Context: an optimization exercise on an open-source flow, tuned for small area, a short achievable clock period and few clock cycles per item. The choices shown serve that exercise and are no tape-out recipe. No functional check of the RTL was part of this run.

==> flow/design.v <==
`timescale 1ns / 1ps
module PE_seq_flat (
    input clk,
    input en,                       
    input fb_en,                    
    input last,                     
    input [127:0] weight_row_flat,
    input [15:0] b_one,      
    input [15:0] b_two,
    input [15:0] b_neg,
    input [7:0] bias,
    input [14:0] negk,
    output [7:0] result
);
    reg [14:0] acc_s, acc_c;
    wire [7:0] w0 = weight_row_flat[7:0];
    wire [7:0] w1 = weight_row_flat[15:8];
    wire [7:0] w2 = weight_row_flat[23:16];
    wire [7:0] w3 = weight_row_flat[31:24];
    wire [7:0] w4 = weight_row_flat[39:32];
    wire [7:0] w5 = weight_row_flat[47:40];
    wire [7:0] w6 = weight_row_flat[55:48];
    wire [7:0] w7 = weight_row_flat[63:56];
    wire [7:0] w8 = weight_row_flat[71:64];
    wire [7:0] w9 = weight_row_flat[79:72];
    wire [7:0] w10 = weight_row_flat[87:80];
    wire [7:0] w11 = weight_row_flat[95:88];
    wire [7:0] w12 = weight_row_flat[103:96];
    wire [7:0] w13 = weight_row_flat[111:104];
    wire [7:0] w14 = weight_row_flat[119:112];
    wire [7:0] w15 = weight_row_flat[127:120];
    wire [8:0] pp0_0 = ({9{b_one[0]}} & {w0[7], w0} | {9{b_two[0]}} & {w0, 1'b0}) ^ {9{b_neg[0]}};
    wire [8:0] pp0_1 = ({9{b_one[1]}} & {w1[7], w1} | {9{b_two[1]}} & {w1, 1'b0}) ^ {9{b_neg[1]}};
    wire [8:0] pp0_2 = ({9{b_one[2]}} & {w2[7], w2} | {9{b_two[2]}} & {w2, 1'b0}) ^ {9{b_neg[2]}};
    wire [8:0] pp0_3 = ({9{b_one[3]}} & {w3[7], w3} | {9{b_two[3]}} & {w3, 1'b0}) ^ {9{b_neg[3]}};
    wire [8:0] pp0_4 = ({9{b_one[4]}} & {w4[7], w4} | {9{b_two[4]}} & {w4, 1'b0}) ^ {9{b_neg[4]}};
    wire [8:0] pp0_5 = ({9{b_one[5]}} & {w5[7], w5} | {9{b_two[5]}} & {w5, 1'b0}) ^ {9{b_neg[5]}};
    wire [8:0] pp0_6 = ({9{b_one[6]}} & {w6[7], w6} | {9{b_two[6]}} & {w6, 1'b0}) ^ {9{b_neg[6]}};
    wire [8:0] pp0_7 = ({9{b_one[7]}} & {w7[7], w7} | {9{b_two[7]}} & {w7, 1'b0}) ^ {9{b_neg[7]}};
    wire [8:0] pp0_8 = ({9{b_one[8]}} & {w8[7], w8} | {9{b_two[8]}} & {w8, 1'b0}) ^ {9{b_neg[8]}};
    wire [8:0] pp0_9 = ({9{b_one[9]}} & {w9[7], w9} | {9{b_two[9]}} & {w9, 1'b0}) ^ {9{b_neg[9]}};
    wire [8:0] pp0_10 = ({9{b_one[10]}} & {w10[7], w10} | {9{b_two[10]}} & {w10, 1'b0}) ^ {9{b_neg[10]}};
    wire [8:0] pp0_11 = ({9{b_one[11]}} & {w11[7], w11} | {9{b_two[11]}} & {w11, 1'b0}) ^ {9{b_neg[11]}};
    wire [8:0] pp0_12 = ({9{b_one[12]}} & {w12[7], w12} | {9{b_two[12]}} & {w12, 1'b0}) ^ {9{b_neg[12]}};
    wire [8:0] pp0_13 = ({9{b_one[13]}} & {w13[7], w13} | {9{b_two[13]}} & {w13, 1'b0}) ^ {9{b_neg[13]}};
    wire [8:0] pp0_14 = ({9{b_one[14]}} & {w14[7], w14} | {9{b_two[14]}} & {w14, 1'b0}) ^ {9{b_neg[14]}};
    wire [8:0] pp0_15 = ({9{b_one[15]}} & {w15[7], w15} | {9{b_two[15]}} & {w15, 1'b0}) ^ {9{b_neg[15]}};
    wire [7:0] bg = {~bias[7] & last, bias[6:0] & {7{last}}};
    wire [12:0] fbs = acc_s[12:0] & {13{fb_en}};
    wire [12:0] fbc = acc_c[12:0] & {13{fb_en}};
    wire fs0 = negk[0] ^ bg[0] ^ pp0_0[0];
    wire fc0 = (negk[0] & bg[0]) | (negk[0] & pp0_0[0]) | (bg[0] & pp0_0[0]);
    wire fs1 = pp0_10[0] ^ pp0_11[0] ^ pp0_12[0];
    wire fc1 = (pp0_10[0] & pp0_11[0]) | (pp0_10[0] & pp0_12[0]) | (pp0_11[0] & pp0_12[0]);
    wire fs2 = pp0_13[0] ^ pp0_14[0] ^ pp0_15[0];
    wire fc2 = (pp0_13[0] & pp0_14[0]) | (pp0_13[0] & pp0_15[0]) | (pp0_14[0] & pp0_15[0]);
    wire fs3 = pp0_1[0] ^ pp0_2[0] ^ pp0_3[0];
    wire fc3 = (pp0_1[0] & pp0_2[0]) | (pp0_1[0] & pp0_3[0]) | (pp0_2[0] & pp0_3[0]);
    wire fs4 = pp0_4[0] ^ pp0_5[0] ^ pp0_6[0];
    wire fc4 = (pp0_4[0] & pp0_5[0]) | (pp0_4[0] & pp0_6[0]) | (pp0_5[0] & pp0_6[0]);
    wire fs5 = pp0_7[0] ^ pp0_8[0] ^ pp0_9[0];
    wire fc5 = (pp0_7[0] & pp0_8[0]) | (pp0_7[0] & pp0_9[0]) | (pp0_8[0] & pp0_9[0]);
    wire fs6 = fs0 ^ fs1 ^ fs2;
    wire fc6 = (fs0 & fs1) | (fs0 & fs2) | (fs1 & fs2);
    wire fs7 = fs3 ^ fs4 ^ fs5;
    wire fc7 = (fs3 & fs4) | (fs3 & fs5) | (fs4 & fs5);
    wire fs8 = negk[1] ^ bg[1] ^ pp0_0[1];
    wire fc8 = (negk[1] & bg[1]) | (negk[1] & pp0_0[1]) | (bg[1] & pp0_0[1]);
    wire fs9 = pp0_10[1] ^ pp0_11[1] ^ pp0_12[1];
    wire fc9 = (pp0_10[1] & pp0_11[1]) | (pp0_10[1] & pp0_12[1]) | (pp0_11[1] & pp0_12[1]);
    wire fs10 = pp0_13[1] ^ pp0_14[1] ^ pp0_15[1];
    wire fc10 = (pp0_13[1] & pp0_14[1]) | (pp0_13[1] & pp0_15[1]) | (pp0_14[1] & pp0_15[1]);
    wire fs11 = pp0_1[1] ^ pp0_2[1] ^ pp0_3[1];
    wire fc11 = (pp0_1[1] & pp0_2[1]) | (pp0_1[1] & pp0_3[1]) | (pp0_2[1] & pp0_3[1]);
    wire fs12 = pp0_4[1] ^ pp0_5[1] ^ pp0_6[1];
    wire fc12 = (pp0_4[1] & pp0_5[1]) | (pp0_4[1] & pp0_6[1]) | (pp0_5[1] & pp0_6[1]);
    wire fs13 = pp0_7[1] ^ pp0_8[1] ^ pp0_9[1];
    wire fc13 = (pp0_7[1] & pp0_8[1]) | (pp0_7[1] & pp0_9[1]) | (pp0_8[1] & pp0_9[1]);
    wire fs14 = fc0 ^ fc1 ^ fc2;
    wire fc14 = (fc0 & fc1) | (fc0 & fc2) | (fc1 & fc2);
    wire fs15 = fc3 ^ fc4 ^ fc5;
    wire fc15 = (fc3 & fc4) | (fc3 & fc5) | (fc4 & fc5);
    wire fs16 = fs10 ^ fs11 ^ fs12;
    wire fc16 = (fs10 & fs11) | (fs10 & fs12) | (fs11 & fs12);
    wire fs17 = fs13 ^ fs8 ^ fs9;
    wire fc17 = (fs13 & fs8) | (fs13 & fs9) | (fs8 & fs9);
    wire fs18 = fs14 ^ fs15 ^ fc6;
    wire fc18 = (fs14 & fs15) | (fs14 & fc6) | (fs15 & fc6);
    wire fs19 = fc7 ^ fs16 ^ fs17;
    wire fc19 = (fc7 & fs16) | (fc7 & fs17) | (fs16 & fs17);
    wire fs20 = negk[2] ^ fbc[0] ^ fbs[0];
    wire fc20 = (negk[2] & fbc[0]) | (negk[2] & fbs[0]) | (fbc[0] & fbs[0]);
    wire fs21 = fs20 ^ bg[2] ^ pp0_0[2];
    wire fc21 = (fs20 & bg[2]) | (fs20 & pp0_0[2]) | (bg[2] & pp0_0[2]);
    wire fs22 = pp0_10[2] ^ pp0_11[2] ^ pp0_12[2];
    wire fc22 = (pp0_10[2] & pp0_11[2]) | (pp0_10[2] & pp0_12[2]) | (pp0_11[2] & pp0_12[2]);
    wire fs23 = pp0_13[2] ^ pp0_14[2] ^ pp0_15[2];
    wire fc23 = (pp0_13[2] & pp0_14[2]) | (pp0_13[2] & pp0_15[2]) | (pp0_14[2] & pp0_15[2]);
    wire fs24 = pp0_1[2] ^ pp0_2[2] ^ pp0_3[2];
    wire fc24 = (pp0_1[2] & pp0_2[2]) | (pp0_1[2] & pp0_3[2]) | (pp0_2[2] & pp0_3[2]);
    wire fs25 = pp0_4[2] ^ pp0_5[2] ^ pp0_6[2];
    wire fc25 = (pp0_4[2] & pp0_5[2]) | (pp0_4[2] & pp0_6[2]) | (pp0_5[2] & pp0_6[2]);
    wire fs26 = pp0_7[2] ^ pp0_8[2] ^ pp0_9[2];
    wire fc26 = (pp0_7[2] & pp0_8[2]) | (pp0_7[2] & pp0_9[2]) | (pp0_8[2] & pp0_9[2]);
    wire fs27 = fc10 ^ fc11 ^ fc12;
    wire fc27 = (fc10 & fc11) | (fc10 & fc12) | (fc11 & fc12);
    wire fs28 = fc13 ^ fc8 ^ fc9;
    wire fc28 = (fc13 & fc8) | (fc13 & fc9) | (fc8 & fc9);
    wire fs29 = fs21 ^ fs22 ^ fs23;
    wire fc29 = (fs21 & fs22) | (fs21 & fs23) | (fs22 & fs23);
    wire fs30 = fs24 ^ fs25 ^ fs26;
    wire fc30 = (fs24 & fs25) | (fs24 & fs26) | (fs25 & fs26);
    wire fs31 = fc14 ^ fc15 ^ fs27;
    wire fc31 = (fc14 & fc15) | (fc14 & fs27) | (fc15 & fs27);
    wire fs32 = fs28 ^ fc16 ^ fc17;
    wire fc32 = (fs28 & fc16) | (fs28 & fc17) | (fc16 & fc17);
    wire fs33 = fs29 ^ fs30 ^ fc18;
    wire fc33 = (fs29 & fs30) | (fs29 & fc18) | (fs30 & fc18);
    wire fs34 = fs31 ^ fc19 ^ fs32;
    wire fc34 = (fs31 & fc19) | (fs31 & fs32) | (fc19 & fs32);
    wire fs35 = negk[3] ^ fbc[1] ^ fbs[1];
    wire fc35 = (negk[3] & fbc[1]) | (negk[3] & fbs[1]) | (fbc[1] & fbs[1]);
    wire fs36 = fc20 ^ fs35 ^ bg[3];
    wire fc36 = (fc20 & fs35) | (fc20 & bg[3]) | (fs35 & bg[3]);
    wire fs37 = fs36 ^ pp0_0[3] ^ pp0_10[3];
    wire fc37 = (fs36 & pp0_0[3]) | (fs36 & pp0_10[3]) | (pp0_0[3] & pp0_10[3]);
    wire fs38 = pp0_11[3] ^ pp0_12[3] ^ pp0_13[3];
    wire fc38 = (pp0_11[3] & pp0_12[3]) | (pp0_11[3] & pp0_13[3]) | (pp0_12[3] & pp0_13[3]);
    wire fs39 = pp0_14[3] ^ pp0_15[3] ^ pp0_1[3];
    wire fc39 = (pp0_14[3] & pp0_15[3]) | (pp0_14[3] & pp0_1[3]) | (pp0_15[3] & pp0_1[3]);
    wire fs40 = pp0_2[3] ^ pp0_3[3] ^ pp0_4[3];
    wire fc40 = (pp0_2[3] & pp0_3[3]) | (pp0_2[3] & pp0_4[3]) | (pp0_3[3] & pp0_4[3]);
    wire fs41 = pp0_5[3] ^ pp0_6[3] ^ pp0_7[3];
    wire fc41 = (pp0_5[3] & pp0_6[3]) | (pp0_5[3] & pp0_7[3]) | (pp0_6[3] & pp0_7[3]);
    wire fs42 = pp0_8[3] ^ pp0_9[3] ^ fc21;
    wire fc42 = (pp0_8[3] & pp0_9[3]) | (pp0_8[3] & fc21) | (pp0_9[3] & fc21);
    wire fs43 = fc22 ^ fc23 ^ fc24;
    wire fc43 = (fc22 & fc23) | (fc22 & fc24) | (fc23 & fc24);
    wire fs44 = fc25 ^ fc26 ^ fs37;
    wire fc44 = (fc25 & fc26) | (fc25 & fs37) | (fc26 & fs37);
    wire fs45 = fs38 ^ fs39 ^ fs40;
    wire fc45 = (fs38 & fs39) | (fs38 & fs40) | (fs39 & fs40);
    wire fs46 = fs41 ^ fc27 ^ fc28;
    wire fc46 = (fs41 & fc27) | (fs41 & fc28) | (fc27 & fc28);
    wire fs47 = fs42 ^ fs43 ^ fc29;
    wire fc47 = (fs42 & fs43) | (fs42 & fc29) | (fs43 & fc29);
    wire fs48 = fc30 ^ fs44 ^ fs45;
    wire fc48 = (fc30 & fs44) | (fc30 & fs45) | (fs44 & fs45);
    wire fs49 = fc31 ^ fs46 ^ fc32;
    wire fc49 = (fc31 & fs46) | (fc31 & fc32) | (fs46 & fc32);
    wire fs50 = fs47 ^ fs48 ^ fc33;
    wire fc50 = (fs47 & fs48) | (fs47 & fc33) | (fs48 & fc33);
    wire fs51 = fc34 ^ fs49 ^ fs50;
    wire fc51 = (fc34 & fs49) | (fc34 & fs50) | (fs49 & fs50);
    wire fs52 = negk[4] ^ fbc[2] ^ fbs[2];
    wire fc52 = (negk[4] & fbc[2]) | (negk[4] & fbs[2]) | (fbc[2] & fbs[2]);
    wire fs53 = fc35 ^ fs52 ^ bg[4];
    wire fc53 = (fc35 & fs52) | (fc35 & bg[4]) | (fs52 & bg[4]);
    wire fs54 = fc36 ^ fs53 ^ pp0_0[4];
    wire fc54 = (fc36 & fs53) | (fc36 & pp0_0[4]) | (fs53 & pp0_0[4]);
    wire fs55 = pp0_10[4] ^ pp0_11[4] ^ pp0_12[4];
    wire fc55 = (pp0_10[4] & pp0_11[4]) | (pp0_10[4] & pp0_12[4]) | (pp0_11[4] & pp0_12[4]);
    wire fs56 = pp0_13[4] ^ pp0_14[4] ^ pp0_15[4];
    wire fc56 = (pp0_13[4] & pp0_14[4]) | (pp0_13[4] & pp0_15[4]) | (pp0_14[4] & pp0_15[4]);
    wire fs57 = pp0_1[4] ^ pp0_2[4] ^ pp0_3[4];
    wire fc57 = (pp0_1[4] & pp0_2[4]) | (pp0_1[4] & pp0_3[4]) | (pp0_2[4] & pp0_3[4]);
    wire fs58 = pp0_4[4] ^ pp0_5[4] ^ pp0_6[4];
    wire fc58 = (pp0_4[4] & pp0_5[4]) | (pp0_4[4] & pp0_6[4]) | (pp0_5[4] & pp0_6[4]);
    wire fs59 = pp0_7[4] ^ pp0_8[4] ^ pp0_9[4];
    wire fc59 = (pp0_7[4] & pp0_8[4]) | (pp0_7[4] & pp0_9[4]) | (pp0_8[4] & pp0_9[4]);
    wire fs60 = fc37 ^ fc38 ^ fc39;
    wire fc60 = (fc37 & fc38) | (fc37 & fc39) | (fc38 & fc39);
    wire fs61 = fc40 ^ fc41 ^ fs54;
    wire fc61 = (fc40 & fc41) | (fc40 & fs54) | (fc41 & fs54);
    wire fs62 = fs55 ^ fs56 ^ fs57;
    wire fc62 = (fs55 & fs56) | (fs55 & fs57) | (fs56 & fs57);
    wire fs63 = fs58 ^ fs59 ^ fc42;
    wire fc63 = (fs58 & fs59) | (fs58 & fc42) | (fs59 & fc42);
    wire fs64 = fc43 ^ fs60 ^ fc44;
    wire fc64 = (fc43 & fs60) | (fc43 & fc44) | (fs60 & fc44);
    wire fs65 = fc45 ^ fs61 ^ fs62;
    wire fc65 = (fc45 & fs61) | (fc45 & fs62) | (fs61 & fs62);
    wire fs66 = fc46 ^ fs63 ^ fc47;
    wire fc66 = (fc46 & fs63) | (fc46 & fc47) | (fs63 & fc47);
    wire fs67 = fc48 ^ fs64 ^ fs65;
    wire fc67 = (fc48 & fs64) | (fc48 & fs65) | (fs64 & fs65);
    wire fs68 = fc49 ^ fs66 ^ fs67;
    wire fc68 = (fc49 & fs66) | (fc49 & fs67) | (fs66 & fs67);
    wire fs69 = fc50 ^ fs68 ^ fc51;
    wire fc69 = (fc50 & fs68) | (fc50 & fc51) | (fs68 & fc51);
    wire fs70 = negk[5] ^ fbc[3] ^ fbs[3];
    wire fc70 = (negk[5] & fbc[3]) | (negk[5] & fbs[3]) | (fbc[3] & fbs[3]);
    wire fs71 = fc52 ^ fs70 ^ bg[5];
    wire fc71 = (fc52 & fs70) | (fc52 & bg[5]) | (fs70 & bg[5]);
    wire fs72 = fc53 ^ fs71 ^ pp0_0[5];
    wire fc72 = (fc53 & fs71) | (fc53 & pp0_0[5]) | (fs71 & pp0_0[5]);
    wire fs73 = pp0_10[5] ^ pp0_11[5] ^ pp0_12[5];
    wire fc73 = (pp0_10[5] & pp0_11[5]) | (pp0_10[5] & pp0_12[5]) | (pp0_11[5] & pp0_12[5]);
    wire fs74 = pp0_13[5] ^ pp0_14[5] ^ pp0_15[5];
    wire fc74 = (pp0_13[5] & pp0_14[5]) | (pp0_13[5] & pp0_15[5]) | (pp0_14[5] & pp0_15[5]);
    wire fs75 = pp0_1[5] ^ pp0_2[5] ^ pp0_3[5];
    wire fc75 = (pp0_1[5] & pp0_2[5]) | (pp0_1[5] & pp0_3[5]) | (pp0_2[5] & pp0_3[5]);
    wire fs76 = pp0_4[5] ^ pp0_5[5] ^ pp0_6[5];
    wire fc76 = (pp0_4[5] & pp0_5[5]) | (pp0_4[5] & pp0_6[5]) | (pp0_5[5] & pp0_6[5]);
    wire fs77 = pp0_7[5] ^ pp0_8[5] ^ pp0_9[5];
    wire fc77 = (pp0_7[5] & pp0_8[5]) | (pp0_7[5] & pp0_9[5]) | (pp0_8[5] & pp0_9[5]);
    wire fs78 = fc54 ^ fc55 ^ fc56;
    wire fc78 = (fc54 & fc55) | (fc54 & fc56) | (fc55 & fc56);
    wire fs79 = fc57 ^ fc58 ^ fc59;
    wire fc79 = (fc57 & fc58) | (fc57 & fc59) | (fc58 & fc59);
    wire fs80 = fs72 ^ fs73 ^ fs74;
    wire fc80 = (fs72 & fs73) | (fs72 & fs74) | (fs73 & fs74);
    wire fs81 = fs75 ^ fs76 ^ fs77;
    wire fc81 = (fs75 & fs76) | (fs75 & fs77) | (fs76 & fs77);
    wire fs82 = fc60 ^ fs78 ^ fs79;
    wire fc82 = (fc60 & fs78) | (fc60 & fs79) | (fs78 & fs79);
    wire fs83 = fc61 ^ fc62 ^ fs80;
    wire fc83 = (fc61 & fc62) | (fc61 & fs80) | (fc62 & fs80);
    wire fs84 = fs81 ^ fc63 ^ fc64;
    wire fc84 = (fs81 & fc63) | (fs81 & fc64) | (fc63 & fc64);
    wire fs85 = fs82 ^ fc65 ^ fs83;
    wire fc85 = (fs82 & fc65) | (fs82 & fs83) | (fc65 & fs83);
    wire fs86 = fc66 ^ fs84 ^ fc67;
    wire fc86 = (fc66 & fs84) | (fc66 & fc67) | (fs84 & fc67);
    wire fs87 = fs85 ^ fc68 ^ fs86;
    wire fc87 = (fs85 & fc68) | (fs85 & fs86) | (fc68 & fs86);
    wire fs88 = negk[6] ^ fbc[4] ^ fbs[4];
    wire fc88 = (negk[6] & fbc[4]) | (negk[6] & fbs[4]) | (fbc[4] & fbs[4]);
    wire fs89 = fc70 ^ fs88 ^ bg[6];
    wire fc89 = (fc70 & fs88) | (fc70 & bg[6]) | (fs88 & bg[6]);
    wire fs90 = fc71 ^ fs89 ^ pp0_0[6];
    wire fc90 = (fc71 & fs89) | (fc71 & pp0_0[6]) | (fs89 & pp0_0[6]);
    wire fs91 = pp0_10[6] ^ pp0_11[6] ^ pp0_12[6];
    wire fc91 = (pp0_10[6] & pp0_11[6]) | (pp0_10[6] & pp0_12[6]) | (pp0_11[6] & pp0_12[6]);
    wire fs92 = pp0_13[6] ^ pp0_14[6] ^ pp0_15[6];
    wire fc92 = (pp0_13[6] & pp0_14[6]) | (pp0_13[6] & pp0_15[6]) | (pp0_14[6] & pp0_15[6]);
    wire fs93 = pp0_1[6] ^ pp0_2[6] ^ pp0_3[6];
    wire fc93 = (pp0_1[6] & pp0_2[6]) | (pp0_1[6] & pp0_3[6]) | (pp0_2[6] & pp0_3[6]);
    wire fs94 = pp0_4[6] ^ pp0_5[6] ^ pp0_6[6];
    wire fc94 = (pp0_4[6] & pp0_5[6]) | (pp0_4[6] & pp0_6[6]) | (pp0_5[6] & pp0_6[6]);
    wire fs95 = pp0_7[6] ^ pp0_8[6] ^ pp0_9[6];
    wire fc95 = (pp0_7[6] & pp0_8[6]) | (pp0_7[6] & pp0_9[6]) | (pp0_8[6] & pp0_9[6]);
    wire fs96 = fc72 ^ fc73 ^ fc74;
    wire fc96 = (fc72 & fc73) | (fc72 & fc74) | (fc73 & fc74);
    wire fs97 = fc75 ^ fc76 ^ fc77;
    wire fc97 = (fc75 & fc76) | (fc75 & fc77) | (fc76 & fc77);
    wire fs98 = fs90 ^ fs91 ^ fs92;
    wire fc98 = (fs90 & fs91) | (fs90 & fs92) | (fs91 & fs92);
    wire fs99 = fs93 ^ fs94 ^ fs95;
    wire fc99 = (fs93 & fs94) | (fs93 & fs95) | (fs94 & fs95);
    wire fs100 = fc78 ^ fc79 ^ fs96;
    wire fc100 = (fc78 & fc79) | (fc78 & fs96) | (fc79 & fs96);
    wire fs101 = fs97 ^ fc80 ^ fc81;
    wire fc101 = (fs97 & fc80) | (fs97 & fc81) | (fc80 & fc81);
    wire fs102 = fs98 ^ fs99 ^ fc82;
    wire fc102 = (fs98 & fs99) | (fs98 & fc82) | (fs99 & fc82);
    wire fs103 = fs100 ^ fc83 ^ fs101;
    wire fc103 = (fs100 & fc83) | (fs100 & fs101) | (fc83 & fs101);
    wire fs104 = fc84 ^ fs102 ^ fc85;
    wire fc104 = (fc84 & fs102) | (fc84 & fc85) | (fs102 & fc85);
    wire fs105 = fs103 ^ fc86 ^ fs104;
    wire fc105 = (fs103 & fc86) | (fs103 & fs104) | (fc86 & fs104);
    wire fs106 = negk[7] ^ fbc[5] ^ fbs[5];
    wire fc106 = (negk[7] & fbc[5]) | (negk[7] & fbs[5]) | (fbc[5] & fbs[5]);
    wire fs107 = fc88 ^ fs106 ^ bg[7];
    wire fc107 = (fc88 & fs106) | (fc88 & bg[7]) | (fs106 & bg[7]);
    wire fs108 = fc89 ^ fs107 ^ pp0_0[7];
    wire fc108 = (fc89 & fs107) | (fc89 & pp0_0[7]) | (fs107 & pp0_0[7]);
    wire fs109 = pp0_10[7] ^ pp0_11[7] ^ pp0_12[7];
    wire fc109 = (pp0_10[7] & pp0_11[7]) | (pp0_10[7] & pp0_12[7]) | (pp0_11[7] & pp0_12[7]);
    wire fs110 = pp0_13[7] ^ pp0_14[7] ^ pp0_15[7];
    wire fc110 = (pp0_13[7] & pp0_14[7]) | (pp0_13[7] & pp0_15[7]) | (pp0_14[7] & pp0_15[7]);
    wire fs111 = pp0_1[7] ^ pp0_2[7] ^ pp0_3[7];
    wire fc111 = (pp0_1[7] & pp0_2[7]) | (pp0_1[7] & pp0_3[7]) | (pp0_2[7] & pp0_3[7]);
    wire fs112 = pp0_4[7] ^ pp0_5[7] ^ pp0_6[7];
    wire fc112 = (pp0_4[7] & pp0_5[7]) | (pp0_4[7] & pp0_6[7]) | (pp0_5[7] & pp0_6[7]);
    wire fs113 = pp0_7[7] ^ pp0_8[7] ^ pp0_9[7];
    wire fc113 = (pp0_7[7] & pp0_8[7]) | (pp0_7[7] & pp0_9[7]) | (pp0_8[7] & pp0_9[7]);
    wire fs114 = fc90 ^ fc91 ^ fc92;
    wire fc114 = (fc90 & fc91) | (fc90 & fc92) | (fc91 & fc92);
    wire fs115 = fc93 ^ fc94 ^ fc95;
    wire fc115 = (fc93 & fc94) | (fc93 & fc95) | (fc94 & fc95);
    wire fs116 = fs108 ^ fs109 ^ fs110;
    wire fc116 = (fs108 & fs109) | (fs108 & fs110) | (fs109 & fs110);
    wire fs117 = fs111 ^ fs112 ^ fs113;
    wire fc117 = (fs111 & fs112) | (fs111 & fs113) | (fs112 & fs113);
    wire fs118 = fc96 ^ fc97 ^ fs114;
    wire fc118 = (fc96 & fc97) | (fc96 & fs114) | (fc97 & fs114);
    wire fs119 = fs115 ^ fc98 ^ fc99;
    wire fc119 = (fs115 & fc98) | (fs115 & fc99) | (fc98 & fc99);
    wire fs120 = fs116 ^ fs117 ^ fc100;
    wire fc120 = (fs116 & fs117) | (fs116 & fc100) | (fs117 & fc100);
    wire fs121 = fc101 ^ fs118 ^ fs119;
    wire fc121 = (fc101 & fs118) | (fc101 & fs119) | (fs118 & fs119);
    wire fs122 = fc102 ^ fs120 ^ fc103;
    wire fc122 = (fc102 & fs120) | (fc102 & fc103) | (fs120 & fc103);
    wire fs123 = fs121 ^ fc104 ^ fs122;
    wire fc123 = (fs121 & fc104) | (fs121 & fs122) | (fc104 & fs122);
    wire fs124 = negk[8] ^ fbc[6] ^ fbs[6];
    wire fc124 = (negk[8] & fbc[6]) | (negk[8] & fbs[6]) | (fbc[6] & fbs[6]);
    wire fs125 = fc106 ^ fs124 ^ fc107;
    wire fc125 = (fc106 & fs124) | (fc106 & fc107) | (fs124 & fc107);
    wire fs126 = fs125 ^ ~pp0_0[8] ^ ~pp0_10[8];
    wire fc126 = (fs125 & ~pp0_0[8]) | (fs125 & ~pp0_10[8]) | (~pp0_0[8] & ~pp0_10[8]);
    wire fs127 = ~pp0_11[8] ^ ~pp0_12[8] ^ ~pp0_13[8];
    wire fc127 = (~pp0_11[8] & ~pp0_12[8]) | (~pp0_11[8] & ~pp0_13[8]) | (~pp0_12[8] & ~pp0_13[8]);
    wire fs128 = ~pp0_14[8] ^ ~pp0_15[8] ^ ~pp0_1[8];
    wire fc128 = (~pp0_14[8] & ~pp0_15[8]) | (~pp0_14[8] & ~pp0_1[8]) | (~pp0_15[8] & ~pp0_1[8]);
    wire fs129 = ~pp0_2[8] ^ ~pp0_3[8] ^ ~pp0_4[8];
    wire fc129 = (~pp0_2[8] & ~pp0_3[8]) | (~pp0_2[8] & ~pp0_4[8]) | (~pp0_3[8] & ~pp0_4[8]);
    wire fs130 = ~pp0_5[8] ^ ~pp0_6[8] ^ ~pp0_7[8];
    wire fc130 = (~pp0_5[8] & ~pp0_6[8]) | (~pp0_5[8] & ~pp0_7[8]) | (~pp0_6[8] & ~pp0_7[8]);
    wire fs131 = ~pp0_8[8] ^ ~pp0_9[8] ^ fc108;
    wire fc131 = (~pp0_8[8] & ~pp0_9[8]) | (~pp0_8[8] & fc108) | (~pp0_9[8] & fc108);
    wire fs132 = fc109 ^ fc110 ^ fc111;
    wire fc132 = (fc109 & fc110) | (fc109 & fc111) | (fc110 & fc111);
    wire fs133 = fc112 ^ fc113 ^ fs126;
    wire fc133 = (fc112 & fc113) | (fc112 & fs126) | (fc113 & fs126);
    wire fs134 = fs127 ^ fs128 ^ fs129;
    wire fc134 = (fs127 & fs128) | (fs127 & fs129) | (fs128 & fs129);
    wire fs135 = fs130 ^ fc114 ^ fc115;
    wire fc135 = (fs130 & fc114) | (fs130 & fc115) | (fc114 & fc115);
    wire fs136 = fs131 ^ fs132 ^ fc116;
    wire fc136 = (fs131 & fs132) | (fs131 & fc116) | (fs132 & fc116);
    wire fs137 = fc117 ^ fs133 ^ fs134;
    wire fc137 = (fc117 & fs133) | (fc117 & fs134) | (fs133 & fs134);
    wire fs138 = fc118 ^ fs135 ^ fc119;
    wire fc138 = (fc118 & fs135) | (fc118 & fc119) | (fs135 & fc119);
    wire fs139 = fs136 ^ fs137 ^ fc120;
    wire fc139 = (fs136 & fs137) | (fs136 & fc120) | (fs137 & fc120);
    wire fs140 = fc121 ^ fs138 ^ fs139;
    wire fc140 = (fc121 & fs138) | (fc121 & fs139) | (fs138 & fs139);
    wire fs141 = fc122 ^ fs140 ^ fc123;
    wire fc141 = (fc122 & fs140) | (fc122 & fc123) | (fs140 & fc123);
    wire fs142 = negk[9] ^ fbc[7] ^ fbs[7];
    wire fc142 = (negk[9] & fbc[7]) | (negk[9] & fbs[7]) | (fbc[7] & fbs[7]);
    wire fs143 = fc124 ^ fs142 ^ fc125;
    wire fc143 = (fc124 & fs142) | (fc124 & fc125) | (fs142 & fc125);
    wire fs144 = fs143 ^ fc126 ^ fc127;
    wire fc144 = (fs143 & fc126) | (fs143 & fc127) | (fc126 & fc127);
    wire fs145 = fc128 ^ fc129 ^ fc130;
    wire fc145 = (fc128 & fc129) | (fc128 & fc130) | (fc129 & fc130);
    wire fs146 = fc131 ^ fc132 ^ fc133;
    wire fc146 = (fc131 & fc132) | (fc131 & fc133) | (fc132 & fc133);
    wire fs147 = fc134 ^ fs144 ^ fs145;
    wire fc147 = (fc134 & fs144) | (fc134 & fs145) | (fs144 & fs145);
    wire fs148 = fc135 ^ fc136 ^ fc137;
    wire fc148 = (fc135 & fc136) | (fc135 & fc137) | (fc136 & fc137);
    wire fs149 = fs146 ^ fs147 ^ fc138;
    wire fc149 = (fs146 & fs147) | (fs146 & fc138) | (fs147 & fc138);
    wire fs150 = fs148 ^ fc139 ^ fs149;
    wire fc150 = (fs148 & fc139) | (fs148 & fs149) | (fc139 & fs149);
    wire fs151 = fc140 ^ fs150 ^ fc141;
    wire fc151 = (fc140 & fs150) | (fc140 & fc141) | (fs150 & fc141);
    wire fs152 = negk[10] ^ fbc[8] ^ fbs[8];
    wire fc152 = (negk[10] & fbc[8]) | (negk[10] & fbs[8]) | (fbc[8] & fbs[8]);
    wire fs153 = fc142 ^ fs152 ^ fc143;
    wire fc153 = (fc142 & fs152) | (fc142 & fc143) | (fs152 & fc143);
    wire fs154 = fs153 ^ fc144 ^ fc145;
    wire fc154 = (fs153 & fc144) | (fs153 & fc145) | (fc144 & fc145);
    wire fs155 = fc146 ^ fc147 ^ fs154;
    wire fc155 = (fc146 & fc147) | (fc146 & fs154) | (fc147 & fs154);
    wire fs156 = fc148 ^ fs155 ^ fc149;
    wire fc156 = (fc148 & fs155) | (fc148 & fc149) | (fs155 & fc149);
    wire fs157 = fc150 ^ fs156 ^ fc151;
    wire fc157 = (fc150 & fs156) | (fc150 & fc151) | (fs156 & fc151);
    wire fs158 = negk[11] ^ fbc[9] ^ fbs[9];
    wire fc158 = (negk[11] & fbc[9]) | (negk[11] & fbs[9]) | (fbc[9] & fbs[9]);
    wire fs159 = fc152 ^ fs158 ^ fc153;
    wire fc159 = (fc152 & fs158) | (fc152 & fc153) | (fs158 & fc153);
    wire fs160 = fs159 ^ fc154 ^ fc155;
    wire fc160 = (fs159 & fc154) | (fs159 & fc155) | (fc154 & fc155);
    wire fs161 = fs160 ^ fc156 ^ fc157;
    wire fc161 = (fs160 & fc156) | (fs160 & fc157) | (fc156 & fc157);
    wire fs162 = negk[12] ^ fbc[10] ^ fbs[10];
    wire fc162 = (negk[12] & fbc[10]) | (negk[12] & fbs[10]) | (fbc[10] & fbs[10]);
    wire fs163 = fc158 ^ fs162 ^ fc159;
    wire fc163 = (fc158 & fs162) | (fc158 & fc159) | (fs162 & fc159);
    wire fs164 = fs163 ^ fc160 ^ fc161;
    wire fc164 = (fs163 & fc160) | (fs163 & fc161) | (fc160 & fc161);
    wire fs165 = negk[13] ^ fbc[11] ^ fbs[11];
    wire fc165 = (negk[13] & fbc[11]) | (negk[13] & fbs[11]) | (fbc[11] & fbs[11]);
    wire fs166 = fc162 ^ fs165 ^ fc163;
    wire fc166 = (fc162 & fs165) | (fc162 & fc163) | (fs165 & fc163);
    wire fs167 = negk[14] ^ fbc[12] ^ fbs[12];
    wire fc167 = (negk[14] & fbc[12]) | (negk[14] & fbs[12]) | (fbc[12] & fbs[12]);
    wire fs168 = fc165 ^ fs167 ^ fc166;
    wire fc168 = (fc165 & fs167) | (fc165 & fc166) | (fs167 & fc166);
    wire [14:0] ts = {fs168, fs166, fs164, fs161, fs157, fs151, fs141, fc105, fc87, fs87, fs69, fs51, fs33, fs18, fs6};
    wire [14:0] tc = {1'b0, fc164, 1'b0, 1'b0, 1'b0, 1'b0, 1'b0, fs123, fs105, fc69, 1'b0, 1'b0, fs34, fs19, fs7};
    always @(posedge clk) begin
        if (en) begin
            acc_s <= ts;
            acc_c <= tc;
        end
    end
    wire [14:0] r = acc_s + acc_c;
    assign result = r[14] ? 8'd0 : (|r[13:7]) ? 8'd127 : {1'b0, r[6:0]};
endmodule
`timescale 1ns / 1ps
module fc_layer1_flattened #(
    parameter IN_SIZE  = 16,
    parameter OUT_SIZE = 8,
    parameter W = 8,
    parameter ACC_WIDTH = W+7
)(
    input clk,
    input reset,
    input start,
    input signed [W*IN_SIZE-1:0] in_vector_flat,
    input signed [W*(OUT_SIZE*IN_SIZE)-1:0] weights_flat,
    input signed [W*OUT_SIZE-1:0] biases_flat,
    output reg signed [W*OUT_SIZE-1:0] out_vector_flat,
    output reg done
);
    reg [1:0] cnt;      
    reg run;                
    reg [14:0] negk;        
    wire first = (cnt == 0);
    wire lastc = (cnt == 3);
    wire en = start | run;
    wire [1:0] cnt_n = reset ? 2'd0 : start ? (first ? 2'd1 : 2'd0) :
                        (run ? (lastc ? 2'd0 : cnt + 2'd1) : cnt);
    wire [15:0] b_one, b_two, b_neg;
    wire [15:0] nsum [0:3];
    genvar gi;
    generate
        for (gi = 0; gi < 16; gi = gi + 1) begin : ENC
            wire [7:0] x = in_vector_flat[gi*8 +: 8];
            wire [8:0] xe = {x, 1'b0};
            wire [2:0] t0 = (cnt == 2'd0) ? xe[8:6] : (cnt == 2'd1) ? xe[6:4] : (cnt == 2'd2) ? xe[4:2] : xe[2:0];
            assign b_one[0+gi] = t0[1] ^ t0[0];
            assign b_two[0+gi] = (t0[2] & ~t0[1] & ~t0[0]) | (~t0[2] & t0[1] & t0[0]);
            assign b_neg[0+gi] = t0[2];
            assign nsum[0][gi] = x[1];
            assign nsum[1][gi] = x[3];
            assign nsum[2][gi] = x[5];
            assign nsum[3][gi] = x[7];
        end
    endgenerate
    function automatic [14:0] popw;
        input [15:0] v;
        integer q;
        begin
            popw = 15'd0;
            for (q = 0; q < 16; q = q + 1) popw = popw + {14'd0, v[q]};
        end
    endfunction
    wire [14:0] negk_x = popw(nsum[0]) + (popw(nsum[1]) << 2) + (popw(nsum[2]) << 4) +
                         (popw(nsum[3]) << 6) + 15'd12160;
    always @(posedge clk) begin
        if (reset) begin
            run <= 1'b0;
            done <= 1'b0;
        end else if (start) begin
            run <= 1'b1;
            done <= 1'b0;
        end else if (run) begin
            if (lastc) begin
                run <= 1'b0;
                done <= 1'b1;
            end
        end
        cnt <= cnt_n;
        negk <= (cnt_n == 2'd3) ? negk_x : 15'd0;
    end
    wire [7:0] res [0:7];
    genvar gn;
    generate
        for (gn = 0; gn < 8; gn = gn + 1) begin : PE_INSTANCES
            PE_seq_flat pe_inst (
                .clk(clk),
                .en(en),
                .fb_en(~first),
                .last(lastc),
                .weight_row_flat(weights_flat[gn*128 +: 128]),
                .b_one(b_one),
                .b_two(b_two),
                .b_neg(b_neg),
                .bias(biases_flat[gn*8 +: 8]),
                .negk(negk),
                .result(res[gn])
            );
        end
    endgenerate
    integer j;
    always @(*) begin
        for (j = 0; j < 8; j = j + 1)
            out_vector_flat[j*8 +: 8] = res[j];
    end
endmodule
==> flow/run.sh <==
#!/bin/bash
# synth_recipe.tcl (not shown) runs the flow's synth.tcl, then flattens the netlist and writes it again
# the make line also repeats each setting of config.mk as NAME=value (left out here)
make -C /OpenROAD-flow-scripts/flow DESIGN_CONFIG=/design/flow/config.mk WORK_HOME=/design/flow/orfs CLKGATE_MAP_FILE= SYNTH_SCRIPT=/design/flow/synth_recipe.tcl finish
==> flow/config.mk <==
export PLATFORM = sky130hd
export DESIGN_NAME = fc_layer1_flattened
export DESIGN_NICKNAME = fc_layer1_flattened
export VERILOG_FILES = /design/flow/design.v
export SDC_FILE = /design/flow/constraint.sdc
export NUM_CORES = 4
export LEC_CHECK = 0
export CAP_MARGIN = 20
export CORE_AREA = 5 5 445 445
export DIE_AREA = 0 0 450 450
export PLACE_DENSITY = 0.6
export SLEW_MARGIN = 20
==> flow/constraint.sdc <==
create_clock -name core_clock -period 10.0 [get_ports {clk}]
set_input_delay 2.0000 -clock core_clock [delete_from_list [all_inputs] [get_ports {clk}]]
set_output_delay 2.0000 -clock core_clock [all_outputs]
set_load 0.01 [all_outputs]
==> metrics.md <==
| Metric | Value |
|---|---|
| Outcome | `finished clean` |
| Main combinational cell family by area after synthesis | `adder cells` |
| Pins Over Slew Limit | `0` |
| Setup bufs post-CTS | `0` |
| Tcrit/Tclk final | `0.9781` |
| Gr usage total | `0.5315` |
| Die width | `between 400 and 500 um` |
| Critical Path AT | `10.09 ns` |
| Crit path time final | `slightly below 10 ns` |
| Worst path max stage delay | `about 0.77 ns` |
| Max Cap Viol | `0` |
| F_max | `102.2 MHz` |
| Compound-cell area share of the yosys netlist | `0.2286` |
| Post-synthesis sequential area ratio | `0.07457` |
| Synth Instances | `between 9000 and 10000` |
| GRT overflow | `0` |
| Crit path max-delay family | `adder cells` |
| Iteration-0 DRC Markers | `14870` |
| Clk_skew | `0.02868 ns` |
| Slew margin rel. | `0.2410` |
| Crit-path slowest cell | `a211oi_4` |
| Worst-path fanout max | `22` |
| Hold/Removal Path Class | `reg -> reg` |
| Layout cells sized above 1 | `0.09108` |
| Die Ht | `between 400 and 500 um` |
| Most Frequent Cell on Critical Path | `fa_1` |
| Syn_area_per_cell | `about 8.4 um2` |
| Final hold vios | `0` |
| Num CTS Buffers | `17` |
| Global routing usage on met3 | `0.2131` |
| CP Class | `in -> reg` |
| Synth Register Bits | `slightly below 200` |
| Global Route met1 Usage | `0.6211` |
| Global-route wire length before repair | `725600 um` |
| Crit path buf inv count | `9` |
| Final Util | `0.5058` |
| TritonCTS clock tree | `built` |
| Busiest grt layer | `met2` |
| Critical Path RT | `about 10 ns` |
| Post-CTS Hold Fix Bufs | `0` |
| Fillers | `about 18000` |
| EDFF count, synth | `176` |
| FF+latch area | `0.005674 mm2` |
| Post-Synth Adder-Cell Area | `0.3776` |
| Footprint of the multi-input gates | `between 0.06 and 0.07 mm2` |
| Post-Synth Simple-Gate Area | `0.1585` |
| Placer's final routability congestion estimate | `~1.2` |
| CP Capture Type | `flip-flop` |
| Residual DRC | `0` |
| Longest Clk Path Bufs | `2` |
| Ys Warns | `2` |
| Post-DP HPWL | `between 400000 and 500000 um` |
| Asr flop ratio synth | `0` |
| Initial core utilization | `0.3945` |
| Initial antenna violation count | `approximately 110` |
| Port-buffer cells | `around 1300` |
| Number of global-route vias before repair | `80750` |
| CP Launch Type | `primary input` |
| H-tree lvl count | `4` |
| RSZ-0062 raised after global routing | `no` |
| Setup-failing EPs final | `0` |
| Worst slew pin tran | `about 1.1 ns` |
| Final #Nets | `13080` |
| CTS root buf | `clkbuf_16` |
| Met2 Track Usage GR | `0.7375` |
| # clock sinks | `slightly below 200` |
| Synthesized cell area | `~0.076 mm2` |
| Die Area | `0.2025 mm2` |
| Largest net degree at the start of global routing | `roughly 120` |
| Dpl cell area | `a little under 0.1 mm2` |
| DR vias | `86130` |
| First-pass DRT Iterations | `10` |
| Core Box Area | `~0.19 mm2` |
| Vias per Instance | `roughly 6.6` |
| Routed Antenna Nets | `0` |
| Yosys cell types | `95` |
| Final wirelength | `557700 um` |
| Clock Latency Late Sink | `about 0.57 ns` |
| Average wire per standard cell | `around 43 um` |
| FP Rows | `~160` |
| # IOs | `between 1000 and 1500` |
| Clk slew on worst S/H paths | `roughly 0.10 ns` |
| Synth Area in XOR/XNOR | `0.02582` |
| Area delta synth->final | `28.21%` |
| Multiplexer area fraction after synthesis | `0.01383` |
| Fin area | `around 0.1 mm2` |
| Post-CTS Resized | `0` |
| Primary FF master, synth | `edfxtp_1` |
-- synthesized netlist by cell type, types with 9 or more instances --
cell type,count,share of area
inv_1,1539,0.076
fa_1,1340,0.35
nor2_1,675,0.033
nand2_1,657,0.032
or3_1,618,0.051
o311ai_0,545,0.063
o21ai_0,453,0.030
clkbuf_1,409,0.020
a221o_1,370,0.049
nand3_1,302,0.020
a221oi_1,252,0.029
o21ai_1,240,0.016
buf_2,227,0.015
xnor2_1,186,0.021
edfxtp_1,176,0.070
ha_1,149,0.025
a21oi_1,111,0.0073
nor2b_1,81,0.0067
o311ai_1,74,0.0085
and2_1,51,0.0042
mux2i_1,49,0.0065
buf_4,48,0.0047
xor2_1,38,0.0044
nand2b_1,34,0.0028
nor3_1,30,0.0020
a21o_1,23,0.0023
a31oi_1,23,0.0019
buf_6,20,0.0030
dfxtp_1,19,0.0050
a211o_1,18,0.0021
o21a_1,17,0.0017
and3_1,16,0.0013
buf_1,16,0.00079
mux2_2,16,0.0024
a211oi_2,15,0.0025
o211ai_1,15,0.0015
mux2_1,12,0.0018
clkbuf_2,11,0.00072
o211a_1,10,0.0013
a221oi_2,9,0.0018
-- sequential cells by signal, summed over array words and instances (netlist names) --
signal,count
PE_INSTANCES.pe_inst.acc_c,56
PE_INSTANCES.pe_inst.acc_s,120
cnt,2
negk,15
done,1
run,1
-- layer usage --
metal / share of wire / routed length (um)
met5: 0.0010 / 576
met4: 0.12 / 69370
met1: 0.34 / 189500
met2: 0.39 / 219000
met3: 0.14 / 79250
-- worst min-delay path, cell delays in order (launching register included) --
cell	delay [ns]
dfxtp_1	0.33
a21oi_1	0.11
nor3_1	0.05
-- layout by cell type (no fill, tap or decap), types with 38 or more instances in the layout --
master,instances
nor2_1,675
ha_1,145
nand2_1,656
or3_1,618
diode_2,84
buf_4,605
a221oi_1,251
xnor2_1,186
and2_1,51
fa_1,1340
xor2_1,38
o21ai_1,241
buf_12,157
o21ai_0,452
nand3_1,302
o311ai_1,74
mux2i_1,46
o311ai_0,545
inv_1,1536
a221o_1,370
clkdlybuf4s50_1,1275
a21oi_1,111
nor2b_1,81
edfxtp_1,176
-- layout make-up --
type | count | share of cell area
flip-flops and latches | 195 | 0.05826
repair buffers | 2038 | 0.2100
multi-input cells | 6581 | 0.6311
well taps | 2526 | 0.03245
clock inverters | 15 | 0.002274
clock buffers | 17 | 0.004368
diodes | 84 | 0.002158
inverters | 1540 | 0.05940
-- path summary, 6_finish.rpt --
| kind | start | cells after the start | endpoint | slack (ns) |
|---|---|---|---|---|
| setup reg to reg | cnt[0] | 27 | PE_INSTANCES[3].pe_inst.acc_s[12] | 0.54 |
| hold reg to reg | done | 2 | done | 0.52 |
| setup / recovery | in_vector_flat[52] | 26 | PE_INSTANCES[3].pe_inst.acc_s[12] | 0.22 |
| hold / removal | done | 2 | done | 0.52 |
-- kinds of logic (layout without fill, tap and decap cells) --
group,Yosys count,after routing
muxes,90,90
buffers and inverters,2273,3610
AOI/OAI and AO/OA,2257,2257
and+or+nand+nor,2513,2513
adders and majority gates,1489,1489
xor gates and xnor gates,224,224
DFF,195,195
other,1,92
-- metrics by stage --
step | hold slack (ns) | std cells | setup TNS [ns] | setup slack [ns]
floorplan | 0.5221 | 9049 | 0 | 1.292
global route | 0.5435 | 12960 | 0 | 0.003191
finish | 0.5204 | 13000 | 0 | 0.2191
global placement | 0.5019 | 12880 | -0.5832 | -0.2261
detailed placement | 0.5032 | 12880 | -0.6957 | -0.2266
CTS | 0.5202 | 12910 | 0 | 0.3956

==> port drivers added, routing unchanged <==
The flow's constraints put no driver on any port. The routed layout listed below was extracted and timed again, unchanged, in two steps.
Step 1 sets driving cells, clkbuf_16 on the clock port and buf_2 on the other inputs (assumed; they add their load-dependent delay and slew).
Step 2 moves the port delays by t, midway between the first and last clock arrival at a register: inputs arrive t later, outputs are due t later. That takes back most of the time a late clock gives input paths.
Slacks: no drivers / after step 1 / after step 2; pairs: no drivers / after step 1.
shift t [ns]: 0.646
setup WS [ns]: 0.219 / 0.273 / -0.373
worst hold slack (ns): 0.520 / 0.520 / 0.520
slew at the worst register clock pin (ns): 0.11 / 0.11
With both steps, setup timing fails in this run, where it was met with ideal ports. For this run, drivers alone change the setup slack by +0.054 ns; drivers and shift together by -0.592 ns.
